Background: an optimization exercise with open tools, aiming at small area and a short achievable clock period. Do not read the settings as production practice.
Function was not checked in any run shown here: the RTL went through the layout flow alone.
In every run shown here, the design's own scripts or RTL, not TritonCTS, make the clock network.
No driver is modelled on the clock port, so clock power and skew are understated where the tree is cut down; a real chip needs a root buffer or a tree.
Power figures rest on the tool's default switching activity, not on a simulated workload.

## flow/design.v (module list and top-level ports; edited modules follow where they fit)
// module adder_top: 31 lines
// module Adder: 722 lines
// module AdderPgN: 4 lines
// module AdderHalf: 3 lines
// module AdderHalfN: 3 lines
// module AdderXor: 3 lines
// module AdderBlackP: 4 lines
// module AdderGreyP: 3 lines
// module AdderBlackN: 4 lines
// module AdderGreyN: 3 lines
// module AdderInv: 3 lines
module adder_top (
    input         clk,
    input  [63:0] a,
    input  [63:0] b,
    input         cin,
    output [63:0] sum,
    output        cout
);
  // ...
==> flow/flow/run.sh <==
#!/bin/bash
# Layout: the standard ORFS flow (standard.sh) with these changes:
#  - after floorplanning, flow/downsize.tcl sets every logic gate to its
#    smallest drive strength (timing repair later upsizes what it needs);
#  - the input and output ports are buffered by buf_1 (buffer_ports -buffer_cell),
#    and after clock tree synthesis flow/outbuf.tcl makes the output ones stronger;
#  - after clock tree synthesis, flow/clocktree.tcl replaces the clock tree with
#    a two-level one (see its header); timing repair then runs after global
#    routing, on the new tree.
# make's full output goes to flow_make.log; each ORFS step logs to orfs/logs/.
set -euo pipefail
here=$(pwd)
# clock tree cells (read by flow/clocktree.tcl)
export CT_IN_ROOTS=3 CT_IN_LEAVES=9 CT_OUT_LEAVES=4
export CT_IN_CELL=sky130_fd_sc_hd__clkbuf_16
export CT_IN_LEAF_CELL=sky130_fd_sc_hd__clkbuf_16
export CT_MID_CELL=sky130_fd_sc_hd__clkbuf_2
export CT_OUT_CELL=sky130_fd_sc_hd__clkbuf_16
# output port buffer (read by flow/outbuf.tcl)
export OUT_PORT_BUF=sky130_fd_sc_hd__buf_2
bash standard.sh \
  BUFFER_PORTS_ARGS="-buffer_cell sky130_fd_sc_hd__buf_1" \
  POST_FLOORPLAN_TCL="$here/flow/downsize.tcl" \
  SKIP_CTS_REPAIR_TIMING=1 \
  POST_CTS_TCL="$here/flow/post_cts.tcl" \
  finish > flow_make.log 2>&1
==> flow/flow/clocktree.tcl <==
proc ct_env { name default } {
  if { [info exists ::env($name)] && $::env($name) ne "" } { return $::env($name) }
  return $default
}
set in_roots   [ct_env CT_IN_ROOTS 3]
set in_leaves  [ct_env CT_IN_LEAVES 9]
set in_cell    [ct_env CT_IN_CELL sky130_fd_sc_hd__clkbuf_16]
set in_leaf_cell [ct_env CT_IN_LEAF_CELL sky130_fd_sc_hd__clkbuf_16]
set mid_cell   [ct_env CT_MID_CELL sky130_fd_sc_hd__clkbuf_8]
set out_leaves [ct_env CT_OUT_LEAVES 4]
set out_cell   [ct_env CT_OUT_CELL sky130_fd_sc_hd__clkbuf_16]

# signal (or clock) input and output pins, leaving out the supply pins
proc ct_in { it } {
  set mt [$it getMTerm]
  return [expr { [$mt getSigType] in {SIGNAL CLOCK} && [$mt getIoType] eq "INPUT" }]
}
proc ct_out { it } {
  set mt [$it getMTerm]
  return [expr { [$mt getSigType] in {SIGNAL CLOCK} && [$mt getIoType] eq "OUTPUT" }]
}

set db [ord::get_db]
set block [ord::get_db_block]
set clk_net [[$block findBTerm clk] getNet]

# Walk the clock network: registers' clock pins are sinks; everything else on
# it (CTS buffers and its dummy loads) is removed.
set sinks {}
set old_insts {}
set old_nets {}
set todo [list $clk_net]
while { [llength $todo] } {
  set net [lindex $todo 0]
  set todo [lrange $todo 1 end]
  foreach it [$net getITerms] {
    if { ![ct_in $it] } { continue }
    set inst [$it getInst]
    set m [[$inst getMaster] getName]
    if { [string match "*df*" $m] } {
      lappend sinks $it
      continue
    }
    if { ![string match "*buf*" $m] && ![string match "*inv*" $m] } {
      error "unexpected cell $m ([$inst getName]) on the clock network"
    }
    if { [lsearch -exact $old_insts $inst] >= 0 } { continue }
    lappend old_insts $inst
    foreach ot [$inst getITerms] {
      if { [ct_out $ot] && [$ot getNet] ne "NULL" } {
        if { [string match "*inv*" $m] && [llength [[$ot getNet] getITerms]] > 1 } {
          error "inverter [$inst getName] drives a clock net"
        }
        lappend todo [$ot getNet]
        lappend old_nets [$ot getNet]
      }
    }
  }
}
puts "clocktree: [llength $sinks] register clock pins, removing [llength $old_insts] cells and [llength $old_nets] nets"
foreach it $sinks { $it disconnect }
foreach inst $old_insts { odb::dbInst_destroy $inst }
foreach net $old_nets { odb::dbNet_destroy $net }

proc ct_center { it } {
  set b [[$it getInst] getBBox]
  return [list [expr { ([$b xMin] + [$b xMax]) / 2 }] [expr { ([$b yMin] + [$b yMax]) / 2 }]]
}

# k-means clustering of clock pins by position, into k groups of similar size
proc ct_cluster { iterms k } {
  set pts {}
  foreach it $iterms { lappend pts [ct_center $it] }
  set n [llength $pts]
  # start from points spread along a sort by angle around the centroid
  set cx 0; set cy 0
  foreach p $pts { set cx [expr { $cx + [lindex $p 0] }]; set cy [expr { $cy + [lindex $p 1] }] }
  set cx [expr { double($cx) / $n }]; set cy [expr { double($cy) / $n }]
  set order {}
  set i 0
  foreach p $pts {
    lappend order [list $i [expr { atan2([lindex $p 1] - $cy, [lindex $p 0] - $cx) }]]
    incr i
  }
  set order [lsort -real -index 1 $order]
  set cap [expr { int(ceil(double($n) / $k)) }]
  set assign [lrepeat $n 0]
  set i 0
  foreach o $order {
    lset assign [lindex $o 0] [expr { $i / $cap }]
    incr i
  }
  for { set iter 0 } { $iter < 20 } { incr iter } {
    set sx [lrepeat $k 0.0]; set sy [lrepeat $k 0.0]; set sn [lrepeat $k 0]
    for { set i 0 } { $i < $n } { incr i } {
      set c [lindex $assign $i]
      lset sx $c [expr { [lindex $sx $c] + [lindex $pts $i 0] }]
      lset sy $c [expr { [lindex $sy $c] + [lindex $pts $i 1] }]
      lset sn $c [expr { [lindex $sn $c] + 1 }]
    }
    set cent {}
    for { set c 0 } { $c < $k } { incr c } {
      set m [expr { max(1, [lindex $sn $c]) }]
      lappend cent [list [expr { [lindex $sx $c] / $m }] [expr { [lindex $sy $c] / $m }]]
    }
    # balanced assignment: points in order of their best distance, capped per cluster
    set cand {}
    for { set i 0 } { $i < $n } { incr i } {
      for { set c 0 } { $c < $k } { incr c } {
        set d [expr { abs([lindex $pts $i 0] - [lindex $cent $c 0]) + abs([lindex $pts $i 1] - [lindex $cent $c 1]) }]
        lappend cand [list $i $c $d]
      }
    }
    set cand [lsort -real -index 2 $cand]
    set done [lrepeat $n 0]
    set cnt [lrepeat $k 0]
    foreach e $cand {
      lassign $e i c d
      if { [lindex $done $i] || [lindex $cnt $c] >= $cap } { continue }
      lset assign $i $c
      lset done $i 1
      lset cnt $c [expr { [lindex $cnt $c] + 1 }]
    }
  }
  set groups {}
  for { set c 0 } { $c < $k } { incr c } { lappend groups {} }
  for { set i 0 } { $i < $n } { incr i } {
    set c [lindex $assign $i]
    lset groups $c [concat [lindex $groups $c] [list [lindex $iterms $i]]]
  }
  return $groups
}

set ::ct_count 0
# a buffer of master cell driving a new net, placed at (x, y), input on net in_net
proc ct_buffer { cell in_net x y } {
  set db [ord::get_db]
  set block [ord::get_db_block]
  set master [$db findMaster $cell]
  if { $master eq "NULL" } { error "no cell $cell" }
  set inst [odb::dbInst_create $block $master "clktree_buf_$::ct_count"]
  set ::ct_last_inst $inst
  set net [odb::dbNet_create $block "clktree_net_$::ct_count"]
  incr ::ct_count
  $net setSigType CLOCK
  set w [$master getWidth]
  set h [$master getHeight]
  $inst setLocation [expr { int($x - $w / 2) }] [expr { int($y - $h / 2) }]
  $inst setPlacementStatus PLACED
  foreach it [$inst getITerms] {
    if { [ct_in $it] } { $it connect $in_net }
    if { [ct_out $it] } { $it connect $net }
  }
  return $net
}

proc ct_centroid { iterms } {
  set sx 0; set sy 0
  foreach it $iterms {
    lassign [ct_center $it] x y
    set sx [expr { $sx + $x }]; set sy [expr { $sy + $y }]
  }
  set n [llength $iterms]
  return [list [expr { $sx / $n }] [expr { $sy / $n }]]
}

set in_sinks {}
set out_sinks {}
foreach it $sinks {
  set n [[$it getInst] getName]
  if { [string match "sum_q*" $n] || [string match "cout_q*" $n] } {
    lappend out_sinks $it
  } else {
    lappend in_sinks $it
  }
}

# leaf buffers on clusters of registers; their input pins, clustered again, go
# to the root buffers.  Returns the leaf buffers' input pins.
proc ct_leaves { regs nleaves cell what } {
  set pins {}
  foreach g [ct_cluster $regs $nleaves] {
    lassign [ct_centroid $g] x y
    set net [odb::dbNet_create [ord::get_db_block] "clktree_tmp_$::ct_count"]
    set leafnet [ct_buffer $cell $net $x $y]
    foreach it $g { $it connect $leafnet }
    set inst $::ct_last_inst
    foreach it [$inst getITerms] {
      if { [ct_in $it] } { lappend pins $it }
    }
    puts "clocktree: $cell at ([expr {$x/1000.0}], [expr {$y/1000.0}]) drives [llength $g] $what registers"
  }
  return $pins
}
proc ct_drive { pins cell in_net } {
  lassign [ct_centroid $pins] x y
  set net [ct_buffer $cell $in_net $x $y]
  foreach it $pins {
    set old [$it getNet]
    $it disconnect
    if { $old ne "NULL" && [llength [$old getITerms]] == 0 } { odb::dbNet_destroy $old }
    $it connect $net
  }
  puts "clocktree: $cell at ([expr {$x/1000.0}], [expr {$y/1000.0}]) drives [llength $pins] buffers"
  return $net
}

set in_leaf_pins [ct_leaves $in_sinks $in_leaves $in_leaf_cell operand]
foreach g [ct_cluster $in_leaf_pins $in_roots] {
  ct_drive $g $in_cell $clk_net
}
set out_leaf_pins [ct_leaves $out_sinks $out_leaves $out_cell result]
ct_drive $out_leaf_pins $mid_cell $clk_net

global_connect
detailed_placement
check_placement -verbose
estimate_parasitics -placement
report_clock_skew
report_clock_latency
report_checks -path_delay max -digits 3
report_checks -path_delay max -to [all_outputs] -digits 3
report_worst_slack -max
report_worst_slack -min
==> flow/flow/downsize.tcl <==
# POST_FLOORPLAN hook: synthesis maps each small helper module of the adder
# once, at whatever drive strength ABC picks, and every instance inherits it.
# Start all logic gates from the smallest drive strength of their kind
# instead; timing repair after placement and routing upsizes the ones on
# critical paths.  Registers and tie cells are left alone.
set db [ord::get_db]
set ds_count 0
foreach inst [[ord::get_db_block] getInsts] {
  set m [[$inst getMaster] getName]
  if { ![regexp {^(sky130_fd_sc_hd__(?:a21oi|o21ai|nand2|nor2|nand2b|nor2b|xor2|xnor2|inv|and2|or2|a21o|o21a|a21boi|o21bai))_([0-9]+)$} $m -> base size] } { continue }
  if { $size == 1 } { continue }
  set small [$db findMaster "${base}_1"]
  if { $small eq "NULL" } { continue }
  $inst swapMaster $small
  incr ds_count
}
puts "downsize: $ds_count logic gates set to drive strength 1"
==> flow/flow/outbuf.tcl <==
# Give the output ports a stronger buffer than the one buffer_ports put on
# every port (OUT_PORT_BUF, default buf_2): the path from the result
# registers to the outputs is one of the critical ones.
set ob_cell [expr { [info exists ::env(OUT_PORT_BUF)] ? $::env(OUT_PORT_BUF) : "sky130_fd_sc_hd__buf_2" }]
set ob_master [[ord::get_db] findMaster $ob_cell]
if { $ob_master eq "NULL" } { error "no cell $ob_cell" }
set ob_count 0
foreach bt [[ord::get_db_block] getBTerms] {
  if { [$bt getIoType] ne "OUTPUT" } { continue }
  set net [$bt getNet]
  foreach it [$net getITerms] {
    if { [[$it getMTerm] getIoType] ne "OUTPUT" } { continue }
    set inst [$it getInst]
    if { [string match "sky130_fd_sc_hd__buf_*" [[$inst getMaster] getName]] } {
      $inst swapMaster $ob_master
      incr ob_count
    }
  }
}
puts "outbuf: $ob_count output port buffers are now $ob_cell"
==> flow/flow/post_cts.tcl <==
# POST_CTS hook: stronger output port buffers, then the clock tree.
set post_cts_dir [file dirname [info script]]
source [file join $post_cts_dir outbuf.tcl]
source [file join $post_cts_dir clocktree.tcl]
==> flow/standard.sh <==
#!/bin/bash
# synth_recipe.tcl (not shown) runs the flow's synth.tcl, then flattens the netlist and writes it again
# the make line also repeats each setting of config.mk as NAME=value (left out here)
make -C /OpenROAD-flow-scripts/flow DESIGN_CONFIG=/design/flow/config.mk WORK_HOME=/design/flow/orfs CLKGATE_MAP_FILE= SYNTH_SCRIPT=/design/flow/synth_recipe.tcl "${@:-finish}"
==> flow/config.mk <==
export PLATFORM = sky130hd
export DESIGN_NAME = adder_top
export DESIGN_NICKNAME = adder_top
export VERILOG_FILES = /design/flow/design.v
export SDC_FILE = /design/flow/constraint.sdc
export NUM_CORES = 4
export LEC_CHECK = 0
export ABC_CLOCK_PERIOD_IN_PS = 1500
export CAP_MARGIN = 20
export CORE_MARGIN = 2
export CORE_UTILIZATION = 40
export PLACE_DENSITY = 0.6
export SETUP_SLACK_MARGIN = 1.4
export SLEW_MARGIN = 20
export SYNTH_HIERARCHICAL = 1
==> flow/constraint.sdc <==
create_clock -name core_clock -period 3.1 [get_ports {clk}]
set_input_delay 0.6200 -clock core_clock [delete_from_list [all_inputs] [get_ports {clk}]]
set_output_delay 0.6200 -clock core_clock [all_outputs]
set_load 0.01 [all_outputs]
==> metrics.md, run 1 <==
| Metric | Value |
|---|---|
| Largest registers | a_q x64, b_q x64, sum_q x64 |
| Sequential share of cell area | 43.35% |
| Largest net degree at the start of global routing | 18 |
| Status | no timing/DRC/antenna violations |
| I/O Buffers | 194 |
| Share of cells above drive strength 1 | 21.97% |
| Startpoint type of the worst setup path | flip-flop |
| DP HPWL | 11.71 mm |
| Most numerous cell in the Yosys netlist | dfxtp_1 |
| DR top layer | met4 |
| Hold Path Depth | 1 |
| Setup WS post-layout | around 1500 ps |
| Non-clock inverters | 61 |
| Final Cycle Share | 53.11% |
| DRC viols | 0 |
| Post-synthesis xor/xnor area fraction | 7.441% |
| Worst-margin pin slew | ~360 ps |
| Most frequent cells in the layout | 190 x dfxtp_1, 129 x buf_1, 105 x nand2_1 |
| Clk pwr share | 31.3% |
| Max-slew violation count | 0 |
| P_comb | about 1.1 mW |
| Initial antenna violation count | 2 |
| # diodes | 1 |
| Vias per std cell | 4.434 |
| Met1 usage | 18.03% |
| CP Data Arrival Time | 1030 ps |
| Worst path cell trace | buf_2 |
==> inputs of run 2 (changes only) <==
--- a/flow/design.v
+++ b/flow/design.v
@@ -339,16 +339,18 @@
 wire g2_63, p2_63;
 AdderBlackP bp149 (.gi(inv_gn0_62), .pi(x[62]), .gj(g1_62), .pj(p1_62), .gn(g2_63), .pn(p2_63));
 wire g2_64, p2_64;
 AdderBlackP bp150 (.gi(g1_64), .pi(p1_64), .gj(g1_62), .pj(p1_62), .gn(g2_64), .pn(p2_64));
 wire inv_io_cin;
 AdderInv iv151 (.a(io_cin), .y(inv_io_cin));
 wire g3_4;
 AdderGreyN gn152 (.gin(g2_4), .pin(p2_4), .gjn(inv_io_cin), .g(g3_4));
+wire g3_4_d1;
+AdderGreyN gn152_d1 (.gin(g2_4), .pin(p2_4), .gjn(inv_io_cin), .g(g3_4_d1));
 wire g3_8, p3_8;
 AdderBlackN bn153 (.gin(g2_8), .pin(p2_8), .gjn(g2_4), .pjn(p2_4), .g(g3_8), .p(p3_8));
 wire g3_12, p3_12;
 AdderBlackN bn154 (.gin(g2_12), .pin(p2_12), .gjn(g2_8), .pjn(p2_8), .g(g3_12), .p(p3_12));
 wire g3_16, p3_16;
 AdderBlackN bn155 (.gin(g2_16), .pin(p2_16), .gjn(g2_12), .pjn(p2_12), .g(g3_16), .p(p3_16));
 wire g3_20, p3_20;
 AdderBlackN bn156 (.gin(g2_20), .pin(p2_20), .gjn(g2_16), .pjn(p2_16), .g(g3_20), .p(p3_20));
@@ -371,18 +373,22 @@
 wire g3_56, p3_56;
 AdderBlackN bn165 (.gin(g2_56), .pin(p2_56), .gjn(g2_52), .pjn(p2_52), .g(g3_56), .p(p3_56));
 wire g3_60, p3_60;
 AdderBlackN bn166 (.gin(g2_60), .pin(p2_60), .gjn(g2_56), .pjn(p2_56), .g(g3_60), .p(p3_60));
 wire g3_64, p3_64;
 AdderBlackN bn167 (.gin(g2_64), .pin(p2_64), .gjn(g2_60), .pjn(p2_60), .g(g3_64), .p(p3_64));
 wire g4_8;
 AdderGreyP gp168 (.gi(g3_8), .pi(p3_8), .gj(io_cin), .gn(g4_8));
+wire g4_8_d1;
+AdderGreyP gp168_d1 (.gi(g3_8), .pi(p3_8), .gj(io_cin), .gn(g4_8_d1));
 wire g4_12;
 AdderGreyP gp169 (.gi(g3_12), .pi(p3_12), .gj(g3_4), .gn(g4_12));
+wire g4_12_d1;
+AdderGreyP gp169_d1 (.gi(g3_12), .pi(p3_12), .gj(g3_4), .gn(g4_12_d1));
 wire g4_16, p4_16;
 AdderBlackP bp170 (.gi(g3_16), .pi(p3_16), .gj(g3_8), .pj(p3_8), .gn(g4_16), .pn(p4_16));
 wire g4_20, p4_20;
 AdderBlackP bp171 (.gi(g3_20), .pi(p3_20), .gj(g3_12), .pj(p3_12), .gn(g4_20), .pn(p4_20));
 wire g4_24, p4_24;
 AdderBlackP bp172 (.gi(g3_24), .pi(p3_24), .gj(g3_16), .pj(p3_16), .gn(g4_24), .pn(p4_24));
 wire g4_28, p4_28;
 AdderBlackP bp173 (.gi(g3_28), .pi(p3_28), .gj(g3_20), .pj(p3_20), .gn(g4_28), .pn(p4_28));
@@ -401,24 +407,32 @@
 wire g4_56, p4_56;
 AdderBlackP bp180 (.gi(g3_56), .pi(p3_56), .gj(g3_48), .pj(p3_48), .gn(g4_56), .pn(p4_56));
 wire g4_60, p4_60;
 AdderBlackP bp181 (.gi(g3_60), .pi(p3_60), .gj(g3_52), .pj(p3_52), .gn(g4_60), .pn(p4_60));
 wire g4_64, p4_64;
 AdderBlackP bp182 (.gi(g3_64), .pi(p3_64), .gj(g3_56), .pj(p3_56), .gn(g4_64), .pn(p4_64));
 wire g5_16;
 AdderGreyN gn183 (.gin(g4_16), .pin(p4_16), .gjn(inv_io_cin), .g(g5_16));
+wire g5_16_d1;
+AdderGreyN gn183_d1 (.gin(g4_16), .pin(p4_16), .gjn(inv_io_cin), .g(g5_16_d1));
 wire inv_g3_4;
 AdderInv iv184 (.a(g3_4), .y(inv_g3_4));
 wire g5_20;
 AdderGreyN gn185 (.gin(g4_20), .pin(p4_20), .gjn(inv_g3_4), .g(g5_20));
+wire g5_20_d1;
+AdderGreyN gn185_d1 (.gin(g4_20), .pin(p4_20), .gjn(inv_g3_4), .g(g5_20_d1));
 wire g5_24;
 AdderGreyN gn186 (.gin(g4_24), .pin(p4_24), .gjn(g4_8), .g(g5_24));
+wire g5_24_d1;
+AdderGreyN gn186_d1 (.gin(g4_24), .pin(p4_24), .gjn(g4_8), .g(g5_24_d1));
 wire g5_28;
 AdderGreyN gn187 (.gin(g4_28), .pin(p4_28), .gjn(g4_12), .g(g5_28));
+wire g5_28_d1;
+AdderGreyN gn187_d1 (.gin(g4_28), .pin(p4_28), .gjn(g4_12), .g(g5_28_d1));
 wire g5_32, p5_32;
 AdderBlackN bn188 (.gin(g4_32), .pin(p4_32), .gjn(g4_16), .pjn(p4_16), .g(g5_32), .p(p5_32));
 wire g5_36, p5_36;
 AdderBlackN bn189 (.gin(g4_36), .pin(p4_36), .gjn(g4_20), .pjn(p4_20), .g(g5_36), .p(p5_36));
 wire g5_40, p5_40;
 AdderBlackN bn190 (.gin(g4_40), .pin(p4_40), .gjn(g4_24), .pjn(p4_24), .g(g5_40), .p(p5_40));
 wire g5_44, p5_44;
 AdderBlackN bn191 (.gin(g4_44), .pin(p4_44), .gjn(g4_28), .pjn(p4_28), .g(g5_44), .p(p5_44));
@@ -462,43 +476,43 @@
 AdderGreyP gp210 (.gi(g1_2), .pi(p1_2), .gj(io_cin), .gn(g8_2));
 wire g8_3;
 AdderGreyN gn211 (.gin(g2_3), .pin(p2_3), .gjn(inv_io_cin), .g(g8_3));
 wire inv_gn0_4;
 AdderInv iv212 (.a(gn0_4), .y(inv_gn0_4));
 wire g8_5;
 AdderGreyP gp213 (.gi(inv_gn0_4), .pi(x[4]), .gj(g3_4), .gn(g8_5));
 wire g8_6;
-AdderGreyP gp214 (.gi(g1_6), .pi(p1_6), .gj(g3_4), .gn(g8_6));
+AdderGreyP gp214 (.gi(g1_6), .pi(p1_6), .gj(g3_4_d1), .gn(g8_6));
 wire inv_g2_7;
 AdderInv iv215 (.a(g2_7), .y(inv_g2_7));
 wire inv_p2_7;
 AdderInv iv216 (.a(p2_7), .y(inv_p2_7));
 wire g8_7;
-AdderGreyP gp217 (.gi(inv_g2_7), .pi(inv_p2_7), .gj(g3_4), .gn(g8_7));
+AdderGreyP gp217 (.gi(inv_g2_7), .pi(inv_p2_7), .gj(g3_4_d1), .gn(g8_7));
 wire g8_9;
 AdderGreyN gn218 (.gin(gn0_8), .pin(pn0_8), .gjn(g4_8), .g(g8_9));
 wire inv_g1_10;
 AdderInv iv219 (.a(g1_10), .y(inv_g1_10));
 wire inv_p1_10;
 AdderInv iv220 (.a(p1_10), .y(inv_p1_10));
 wire g8_10;
 AdderGreyN gn221 (.gin(inv_g1_10), .pin(inv_p1_10), .gjn(g4_8), .g(g8_10));
 wire g8_11;
-AdderGreyN gn222 (.gin(g2_11), .pin(p2_11), .gjn(g4_8), .g(g8_11));
+AdderGreyN gn222 (.gin(g2_11), .pin(p2_11), .gjn(g4_8_d1), .g(g8_11));
 wire g8_13;
 AdderGreyN gn223 (.gin(gn0_12), .pin(pn0_12), .gjn(g4_12), .g(g8_13));
 wire inv_g1_14;
 AdderInv iv224 (.a(g1_14), .y(inv_g1_14));
 wire inv_p1_14;
 AdderInv iv225 (.a(p1_14), .y(inv_p1_14));
 wire g8_14;
 AdderGreyN gn226 (.gin(inv_g1_14), .pin(inv_p1_14), .gjn(g4_12), .g(g8_14));
 wire g8_15;
-AdderGreyN gn227 (.gin(g2_15), .pin(p2_15), .gjn(g4_12), .g(g8_15));
+AdderGreyN gn227 (.gin(g2_15), .pin(p2_15), .gjn(g4_12_d1), .g(g8_15));
 wire inv_gn0_16;
 AdderInv iv228 (.a(gn0_16), .y(inv_gn0_16));
 wire g8_17;
 AdderGreyP gp229 (.gi(inv_gn0_16), .pi(x[16]), .gj(g5_16), .gn(g8_17));
 wire g8_18;
 AdderGreyP gp230 (.gi(g1_18), .pi(p1_18), .gj(g5_16), .gn(g8_18));
 wire inv_g2_19;
 AdderInv iv231 (.a(g2_19), .y(inv_g2_19));
@@ -626,65 +640,65 @@
 AdderXor sx293 (.a(x[0]), .b(io_cin), .y(io_sum[0]));
 AdderHalf hx294 (.gn(gn0_1), .pn(pn0_1), .x(x[1]));
 AdderXor sx295 (.a(x[1]), .b(g8_1), .y(io_sum[1]));
 AdderHalfN hx296 (.gn(gn0_2), .pn(pn0_2), .xn(x[2]));
 AdderXor sx297 (.a(x[2]), .b(g8_2), .y(io_sum[2]));
 AdderHalf hx298 (.gn(gn0_3), .pn(pn0_3), .x(x[3]));
 AdderXor sx299 (.a(x[3]), .b(g8_3), .y(io_sum[3]));
 AdderHalf hx300 (.gn(gn0_4), .pn(pn0_4), .x(x[4]));
-AdderXor sx301 (.a(x[4]), .b(g3_4), .y(io_sum[4]));
+AdderXor sx301 (.a(x[4]), .b(g3_4_d1), .y(io_sum[4]));
 AdderHalfN hx302 (.gn(gn0_5), .pn(pn0_5), .xn(x[5]));
 AdderXor sx303 (.a(x[5]), .b(g8_5), .y(io_sum[5]));
 AdderHalfN hx304 (.gn(gn0_6), .pn(pn0_6), .xn(x[6]));
 AdderXor sx305 (.a(x[6]), .b(g8_6), .y(io_sum[6]));
 AdderHalfN hx306 (.gn(gn0_7), .pn(pn0_7), .xn(x[7]));
 AdderXor sx307 (.a(x[7]), .b(g8_7), .y(io_sum[7]));
 AdderHalfN hx308 (.gn(gn0_8), .pn(pn0_8), .xn(x[8]));
-AdderXor sx309 (.a(x[8]), .b(g4_8), .y(io_sum[8]));
+AdderXor sx309 (.a(x[8]), .b(g4_8_d1), .y(io_sum[8]));
 AdderHalf hx310 (.gn(gn0_9), .pn(pn0_9), .x(x[9]));
 AdderXor sx311 (.a(x[9]), .b(g8_9), .y(io_sum[9]));
 AdderHalf hx312 (.gn(gn0_10), .pn(pn0_10), .x(x[10]));
 AdderXor sx313 (.a(x[10]), .b(g8_10), .y(io_sum[10]));
 AdderHalf hx314 (.gn(gn0_11), .pn(pn0_11), .x(x[11]));
 AdderXor sx315 (.a(x[11]), .b(g8_11), .y(io_sum[11]));
 AdderHalfN hx316 (.gn(gn0_12), .pn(pn0_12), .xn(x[12]));
-AdderXor sx317 (.a(x[12]), .b(g4_12), .y(io_sum[12]));
+AdderXor sx317 (.a(x[12]), .b(g4_12_d1), .y(io_sum[12]));
 AdderHalf hx318 (.gn(gn0_13), .pn(pn0_13), .x(x[13]));
 AdderXor sx319 (.a(x[13]), .b(g8_13), .y(io_sum[13]));
 AdderHalf hx320 (.gn(gn0_14), .pn(pn0_14), .x(x[14]));
 AdderXor sx321 (.a(x[14]), .b(g8_14), .y(io_sum[14]));
 AdderHalf hx322 (.gn(gn0_15), .pn(pn0_15), .x(x[15]));
 AdderXor sx323 (.a(x[15]), .b(g8_15), .y(io_sum[15]));
 AdderHalf hx324 (.gn(gn0_16), .pn(pn0_16), .x(x[16]));
-AdderXor sx325 (.a(x[16]), .b(g5_16), .y(io_sum[16]));
+AdderXor sx325 (.a(x[16]), .b(g5_16_d1), .y(io_sum[16]));
 AdderHalfN hx326 (.gn(gn0_17), .pn(pn0_17), .xn(x[17]));
 AdderXor sx327 (.a(x[17]), .b(g8_17), .y(io_sum[17]));
 AdderHalfN hx328 (.gn(gn0_18), .pn(pn0_18), .xn(x[18]));
 AdderXor sx329 (.a(x[18]), .b(g8_18), .y(io_sum[18]));
 AdderHalfN hx330 (.gn(gn0_19), .pn(pn0_19), .xn(x[19]));
 AdderXor sx331 (.a(x[19]), .b(g8_19), .y(io_sum[19]));
 AdderHalf hx332 (.gn(gn0_20), .pn(pn0_20), .x(x[20]));
-AdderXor sx333 (.a(x[20]), .b(g5_20), .y(io_sum[20]));
+AdderXor sx333 (.a(x[20]), .b(g5_20_d1), .y(io_sum[20]));
 AdderHalfN hx334 (.gn(gn0_21), .pn(pn0_21), .xn(x[21]));
 AdderXor sx335 (.a(x[21]), .b(g8_21), .y(io_sum[21]));
 AdderHalfN hx336 (.gn(gn0_22), .pn(pn0_22), .xn(x[22]));
 AdderXor sx337 (.a(x[22]), .b(g8_22), .y(io_sum[22]));
 AdderHalfN hx338 (.gn(gn0_23), .pn(pn0_23), .xn(x[23]));
 AdderXor sx339 (.a(x[23]), .b(g8_23), .y(io_sum[23]));
 AdderHalf hx340 (.gn(gn0_24), .pn(pn0_24), .x(x[24]));
-AdderXor sx341 (.a(x[24]), .b(g5_24), .y(io_sum[24]));
+AdderXor sx341 (.a(x[24]), .b(g5_24_d1), .y(io_sum[24]));
 AdderHalfN hx342 (.gn(gn0_25), .pn(pn0_25), .xn(x[25]));
 AdderXor sx343 (.a(x[25]), .b(g8_25), .y(io_sum[25]));
 AdderHalfN hx344 (.gn(gn0_26), .pn(pn0_26), .xn(x[26]));
 AdderXor sx345 (.a(x[26]), .b(g8_26), .y(io_sum[26]));
 AdderHalfN hx346 (.gn(gn0_27), .pn(pn0_27), .xn(x[27]));
 AdderXor sx347 (.a(x[27]), .b(g8_27), .y(io_sum[27]));
 AdderHalf hx348 (.gn(gn0_28), .pn(pn0_28), .x(x[28]));
-AdderXor sx349 (.a(x[28]), .b(g5_28), .y(io_sum[28]));
+AdderXor sx349 (.a(x[28]), .b(g5_28_d1), .y(io_sum[28]));
 AdderHalfN hx350 (.gn(gn0_29), .pn(pn0_29), .xn(x[29]));
 AdderXor sx351 (.a(x[29]), .b(g8_29), .y(io_sum[29]));
 AdderHalfN hx352 (.gn(gn0_30), .pn(pn0_30), .xn(x[30]));
 AdderXor sx353 (.a(x[30]), .b(g8_30), .y(io_sum[30]));
 AdderHalfN hx354 (.gn(gn0_31), .pn(pn0_31), .xn(x[31]));
 AdderXor sx355 (.a(x[31]), .b(g8_31), .y(io_sum[31]));
 AdderHalfN hx356 (.gn(gn0_32), .pn(pn0_32), .xn(x[32]));
 AdderXor sx357 (.a(x[32]), .b(g6_32), .y(io_sum[32]));
==> metrics.md, run 2 <==
| Metric | Value |
|---|---|
| Core area | 18640 µm² (was 18580 µm²) |
| Chip height | 141.6 µm (was 141.2 µm) |
| Post-Syn Nets | 916 (was 909) |
| CP endpoint kind | output port (unchanged) |
| Drt first pass iters | 4 (unchanged) |
| Sequential area share after synthesis | 51.26% (was 51.55%) |
| Synth cell count leaders | 194 x dfxtp_1, 120 x nor2_1, 110 x nand2_1, 74 x a21oi_2, 64 x xor2_1 (was 194 x dfxtp_1, 120 x nor2_1, 110 x nand2_1, 72 x a21oi_2, 64 x xor2_1) |
| Final core utilization | 48.72% (was 48.28%) |
| Pwr dens | 631.7 nW/µm² (was 636.0 nW/µm²) |
| Most common cell after layout, fill and taps aside | dfxtp_1 (unchanged) |
| Max stage delay on crit path | 360 ps (was 340 ps) |
| Clk pwr share | 30.8% (was 31.3%) |
| Post-synth top flop | dfxtp_1 (unchanged) |
| Clk slew on worst S/H paths | 90 ps (was 80 ps) |
| DP HPWL | 12.23 mm (was 11.71 mm) |
| Largest registers | a_q x64, b_q x64, sum_q x64 (unchanged) |
| Critical-path maximum fanout | 1 (unchanged) |
| Worst path cell trace | buf_2 (unchanged) |
| DRT iter0 DRCs | 194 (was 139) |
| R2R Path End | sum_q[55] (was sum_q[61]) |
| Final net count | 1145 (was 1138) |
| Post-Synth Simple-Gate Area | 20.45% (was 20.56%) |
| Max-slew violation count | 0 (unchanged) |
| Shortest period the worst path allows | 1678 ps (was 1647 ps) |
| Mux share of post-synthesis cell area | 0% (unchanged) |
| Final WL | 16.77 mm (was 15.97 mm) |
| Most frequent cells in the layout | 186 x dfxtp_1, 129 x buf_1, 100 x nand2_1 (was 190 x dfxtp_1, 129 x buf_1, 105 x nand2_1) |
| Critical path type | reg -> out (unchanged) |
| Syn avg cell area | 9.639 µm² (was 9.671 µm²) |
| Max Cap Viol | 0 (unchanged) |
| Hold Path Class | reg -> reg (unchanged) |
| Vias per std cell | 4.488 (was 4.434) |
| DRC viols | 0 (unchanged) |
| Area growth from synthesis to layout | 19.88% (was 19.08%) |
| Initial antenna violation count | 0 (was 2) |
| Post-synthesis xor/xnor area fraction | 7.399% (was 7.441%) |
| Slew headroom | 77.21% (was 75.87%) |
| Crit path to | sum[19] (was sum[13]) |
| Setup TNS Final | 0 ps (unchanged) |
| Sequential share of power | 50.1% (was 50.2%) |
| Synth area leader | dfxtp_1 (unchanged) |
| Die X | 141.6 µm (was 141.2 µm) |
| Gate count of the mapped netlist | 786 (was 779) |
| Worst-skew pair later-pin latency | 560 ps (about the same) |
| Compound-cell area share of the yosys netlist | 17.87% (was 17.41%) |
| Worst reg2reg path depth | 9 (was 11) |
| Post-route ant nets | 0 (unchanged) |
| I/O Buffers | 194 (unchanged) |
| CP Launch Point | sum_q[19] (was sum_q[13]) |
| Tot GR Track Use | 15.85% (was 14.91%) |
| Die area | 20060 µm² (was 19950 µm²) |
| # diodes | 0 (was 1) |
| Share of the synthesized area in the top cell type | 51.26% (was 51.55%) |
| Critical Path RT | 2480 ps (about the same) |
| Buffers & Inverters on Critical Path | 1 (unchanged) |
| Mapped Area | 7576 µm² (was 7533 µm²) |
| Design internal power | 4.136 mW (was 4.127 mW) |
| Flops & latches, synth | 194 (unchanged) |
| Final Cycle Share | 54.14% (was 53.11%) |
| Logic pwr share | 19.1% (was 18.6%) |
| Peak supply drop | 0.3863 mV (was 0.3506 mV) |
| Most numerous cell in the Yosys netlist | dfxtp_1 (unchanged) |
| Flop2flop setup slack | 1430 ps (was 1470 ps) |
| Clock sinks | 194 (unchanged) |
| Number of flops mapped to enable cells by yosys | 0 (unchanged) |
| Initial cell density of the core | 40.64% (was 40.55%) |
| First-pass GRT wire length | 24.98 mm (was 23.56 mm) |
| Vias in the first global route | 5279 (was 5024) |
| R2R Path Start | a_q[3] (was a_q[1]) |
| Static Leakage | 3.917 nW (was 3.896 nW) |
| Via Count | 5597 (was 5502) |
| Ys Warns | 7 (unchanged) |
| Startpoint type of the worst setup path | flip-flop (unchanged) |
| Final Setup Violations | 0 (unchanged) |
| Adder-cell share of the synthesized area | 0% (unchanged) |
| Largest cells by area after synthesis | dfxtp_1 51%, a21oi_2 8.6%, xor2_1 7.4% (was dfxtp_1 52%, a21oi_2 8.4%, xor2_1 7.4%) |
| FMAX | 595.8 MHz (was 607.3 MHz) |
| Share of cells above drive strength 1 | 22.21% (was 21.97%) |
| Largest family of logic cells by synthesized area | simple AND/OR/NAND/NOR gates (unchanged) |
| RSZ-0062 raised after global routing | true (unchanged) |
| Switching power total | 1.602 mW (was 1.579 mW) |
| Overflow after GRT | 0 (unchanged) |
| Final Hold Fails | 0 (unchanged) |
| CP Data Arrival Time | 1060 ps (was 1030 ps) |
| Crit. path cell count | 1 (unchanged) |
| Rows | 50 (unchanged) |
| Gpl congestion | 0.7640 (was 0.7962) |
| Switching portion of total power | 27.92% (was 27.67%) |
| Post-synth ARST share | 0% (unchanged) |
| Slowest CP cell | dfxtp_1 (unchanged) |
| I/O pin count | 195 (unchanged) |
| CP top delay family | flip-flops (unchanged) |
| Routed wire length per instance | 13.45 µm (was 12.87 µm) |
| Final Skew | 280.4 ps (was 292.3 ps) |
| Yosys cell types | 10 (unchanged) |
| Largest net degree at the start of global routing | 18 (unchanged) |
| Status | no timing/DRC/antenna violations (unchanged) |
| Worst-margin pin slew | 341.9 ps (was 361.9 ps) |
-- run 2: cell families (layout without fill, tap and decap cells) --
group | Yosys count | count (layout)
flip-flops | 194 | 194
buffers and inverters | 61 | 288
AO/OA/AOI/OAI | 173 | 173
XOR/XNOR | 64 | 64
AND/OR/NAND/NOR | 294 | 294
-- run 2: worst min path at each step --
stage,slack [ps],cells after the start,from,to
floorplan,550,1,cin_q,sum_q[0]
finish,300,3,b_q[23],sum_q[23]
global route,330,1,cin_q,sum_q[0]
detailed placement,560,3,b_q[21],sum_q[21]
global placement,560,3,b_q[21],sum_q[21]
-- run 2: layer usage --
| metal | vias up | track usage [%] | wire [µm] |
|---|---|---|---|
| met2 | 140 | 26.80 | 7957 |
| met1 | 2465 | 19.60 | 7300 |
| li1 | 2963 | - | - |
| met3 | 29 | 3.645 | 1047 |
| met5 | - | 0 | 0 |
| met4 | 0 | 6.368 | 461 |
-- run 2: through the flow --
stage / setup slack (ps) / power (mW) / instance area [µm²] / hold WS (ps) / instances
after floorplan: 1341 / 3.642 / 7717 / 549.6 / 786
after global placement: 574.3 / 3.783 / 7834 / 556.3 / 1215
after detailed placement: 445.4 / 3.783 / 7834 / 560.1 / 1215
after global routing: 1339 / 6.047 / 9082 / 327.9 / 1247
final: 1422 / 5.738 / 9082 / 298.9 / 1247
-- run 2: Yosys stat by module (local to each module, per instance), excerpt --
module       flip-flops and latches  copies in the design  cells inside
AdderGreyP                        0                    28             1
AdderXor                          0                    64             1
AdderInv                          0                    61             1
AdderGreyN                        0                    43             1
AdderHalfN                        0                    26             1
adder_top                       194                     1           194
AdderHalf                         0                    38             1
AdderBlackP                       0                    46             2
AdderPgN                          0                    64             2
AdderBlackN                       0                    56             2
-- run 2: layout make-up --
type                       count  area (µm²)
buffer                        17       405.4
multi-input combinational    531        3316
timing repair buffer         210       945.9
sequential                   194        3894
tap                          234       292.8
inverter                      61       229.0
fill                        1781        9560
-- run 2: power by group through the flow --
| stage | clock [mW] | sequential [mW] | combinational [mW] |
|---|---|---|---|
| 2_1_floorplan | 0 | 3.00 | 0.639 |
| 3_3_place_gp | 0 | 2.93 | 0.854 |
| 3_5_place_dp | 0 | 2.92 | 0.862 |
| 5_1_grt | 1.94 | 2.90 | 1.21 |
| 6_report | 1.77 | 2.87 | 1.09 |

[separate check: timing with driven ports]
How much do the figures lean on ideal ports? The routed layouts below were timed once more, with nothing changed but the port constraints.
Step 1: set_driving_cell puts a clkbuf_16 on clk and a buf_2 on each other input, an assumption about the parent block.
Step 2, shift: input delay + t, output delay - t, t = (earliest + latest rising clock arrival at the registers) / 2. This alone moves slack from input paths to output paths.
a / b / c = no drivers / after step 1 / after step 2; a / b = the first two.
run	shift t [ns]	setup WS [ns]	worst setup path after step 2	worst register clock-pin slew, ns	worst data-port slew with drivers (ns)
run 1	0.494	1.453 / 1.376 / 1.467	register to register	0.08 / 0.08	0.06
run 2	0.497	1.422 / 1.340 / 1.425	register to register	0.09 / 0.09	0.05
After both steps setup and hold are still met in every run listed.
